Source: an optimization exercise on an open RTL-to-GDS flow (aim: small area and a short achievable clock period). Production flows keep margins and buffers that such runs may drop.
RTL that was checked went through simulation tests only; none was proved equivalent to the original.

## before
==> module quant_pre, before the edit <==
module quant_pre(
    input             clk,
    input             rst,
    input      [31:0] i_max,
    input      [31:0] i_activation,
    output reg [23:0] o_p,      
    output reg        o_a24,    
    output reg [22:0] o_nm,     
    output reg [3:0]  o_sh,     
    output reg        o_sat     
);
    wire [7:0]  em = i_max[30:23];
    wire [7:0]  ea = i_activation[30:23];
    wire [22:0] mm = i_max[22:0];
    wire [22:0] ma = i_activation[22:0];
    wire big  = ea > em;
    wire eq   = (ea == em);
    wire [4:0] eh = em[7:3];
    wire [4:0] ah = ea[7:3];
    wire       hi_lt = ah < eh;
    reg        hi_inc;                    
    integer    j;
    always @(*) begin
        hi_inc = 1'b0;
        for (j = 0; j < 5; j = j + 1)
            if (eh[j] & ~ah[j] & ((eh >> (j + 1)) == (ah >> (j + 1))) &
                ((ah & ((5'd1 << j) - 5'd1)) == ((5'd1 << j) - 5'd1)) &
                ((eh & ((5'd1 << j) - 5'd1)) == 5'd0))
                hi_inc = 1'b1;
    end
    wire zero = (eh == 5'd0) | (hi_lt & ~hi_inc) | (hi_inc & (ea[2:0] < em[2:0]));
    wire sat  = big | (eq & (em[7:3] != 5'd0) & (ma >= mm));
    wire [2:0] dm1 = em[2:0] - ea[2:0] - 3'd1;
    wire [23:0] b    = {1'b0, ~mm};
    wire [23:0] p_eq = {ma, 1'b0} ^ b;
    wire [23:0] p_ne = {1'b1, ma} ^ b;
    wire [23:0] p    = eq ? p_eq : p_ne;
    always @(posedge clk) begin
        o_p   <= p;
        o_a24 <= eq;
        o_nm  <= ~mm;
        o_sh  <= zero ? 4'd8 : eq ? 4'd0 : {1'b0, dm1};
        o_sat <= sat;
    end
endmodule
==> flow/config.mk <==
export PLATFORM = sky130hd
export DESIGN_NAME = quantizer
export DESIGN_NICKNAME = quantizer
export VERILOG_FILES = /design/flow/design.v
export SDC_FILE = /design/flow/constraint.sdc
export NUM_CORES = 4
export LEC_CHECK = 0
export ABC_AREA = 1
export CAP_MARGIN = 20
export CORE_MARGIN = 2
export CORE_UTILIZATION = 60
export CTS_CLUSTER_DIAMETER = 100
export CTS_CLUSTER_SIZE = 30
export SETUP_SLACK_MARGIN = 2.9
export SLEW_MARGIN = 20
==> flow/constraint.sdc <==
create_clock -name core_clock -period 5.0 [get_ports {clk}]
set_input_delay 1.0000 -clock core_clock [delete_from_list [all_inputs] [get_ports {clk}]]
set_output_delay 1.0000 -clock core_clock [all_outputs]
set_load 0.01 [all_outputs]
standard.sh (not shown) runs the stock make flow with config.mk's settings and CLKGATE_MAP_FILE= SYNTH_SCRIPT=/design/flow/synth_recipe.tcl, a recipe that flattens the netlist after the stock synthesis.
==> flow/flow/run.sh <==
#!/bin/bash
# The standard ORFS layout, run whole; the only change is the cell used
# for the input and output port buffers (the smallest plain buffer instead of the
# delay buffer the resizer picks by default).
set -euo pipefail
export BUFFER_PORTS_ARGS="-buffer_cell sky130_fd_sc_hd__buf_1"
bash standard.sh > standard.log 2>&1
### before -> after
==> flow/design.v, changed modules only <==
module quant_pre(
    input             clk,
    input             rst,
    input      [31:0] i_max,
    input      [31:0] i_activation,
    output reg [23:0] o_p,      
    output reg        o_a24,    
    output reg [22:0] o_nm,     
    output reg [3:0]  o_sh,     
    output reg        o_sat     
);
    wire [7:0]  em = i_max[30:23];
    wire [7:0]  ea = i_activation[30:23];
    wire [22:0] mm = i_max[22:0];
    wire [22:0] ma = i_activation[22:0];
    wire [8:0]  dd = {1'b0, em} - {1'b0, ea};
    wire [7:0]  d  = dd[7:0];
    wire big  = dd[8];                    
    wire eq   = (ea == em);
    wire zero = (em[7:3] == 5'd0) | (d[7:4] != 4'd0) | (d[3] & (d[2:0] != 3'd0));
    wire [23:0] b    = {1'b0, ~mm};
    wire [23:0] p_eq = {ma, 1'b0} ^ b;
    wire [23:0] p_ne = {1'b1, ma} ^ b;
    wire [23:0] p    = eq ? p_eq : p_ne;
    always @(posedge clk) begin
        o_p   <= p;
        o_a24 <= eq;
        o_nm  <= ~mm;
        o_sh  <= zero ? 4'd8 : eq ? 4'd0 : {1'b0, d[2:0] - 3'd1};
        o_sat <= big | (eq & ~zero & (ma >= mm));
    end
endmodule
## What came out
- before and after ended up with nearly the same portion of the post-synthesis area used by sequential elements.
- Count of different cell masters after synthesis (after vs. before) increases by a few percent
- There was hardly any difference in clock-pin slew of the registers on the worst-case setup and hold paths between before and after.
- Diff after..before | detailed-routing iteration count for the pre-antenna-repair pass | unchanged
- Global routing usage summed across all routing layers delta (after -> before): insignificant
- Routed wire length (after over before): increase, about 4%
No functional check of the RTL was part of after.

[afterwards: timing with drivers on the ports]
In the flow no input, the clock included, has a driving cell. The finished layouts below were timed again as built, in two steps. Step 1, drivers: a clkbuf_16 drives clk and a buf_2 each remaining input, both assumed. Step 2 also shifts input and output timing later by t, the mid clock arrival at the registers, as if the neighbouring blocks saw the same clock. Three values: ideal ports, drivers, drivers and shift; two values: the first two.
run	t (ns)	slack for setup (ns)	slew at the worst register clock pin (ns)	cell pins on the clock port's net
before	0.573	2.945 / 2.896 / 2.483	0.11 / 0.11	1
after	0.575	2.704 / 2.691 / 2.116	0.10 / 0.10	1
After both steps every run listed still meets setup and hold. The setup slack of after, which loses most, moves by -0.013 ns with the drivers and by -0.588 ns with both steps.
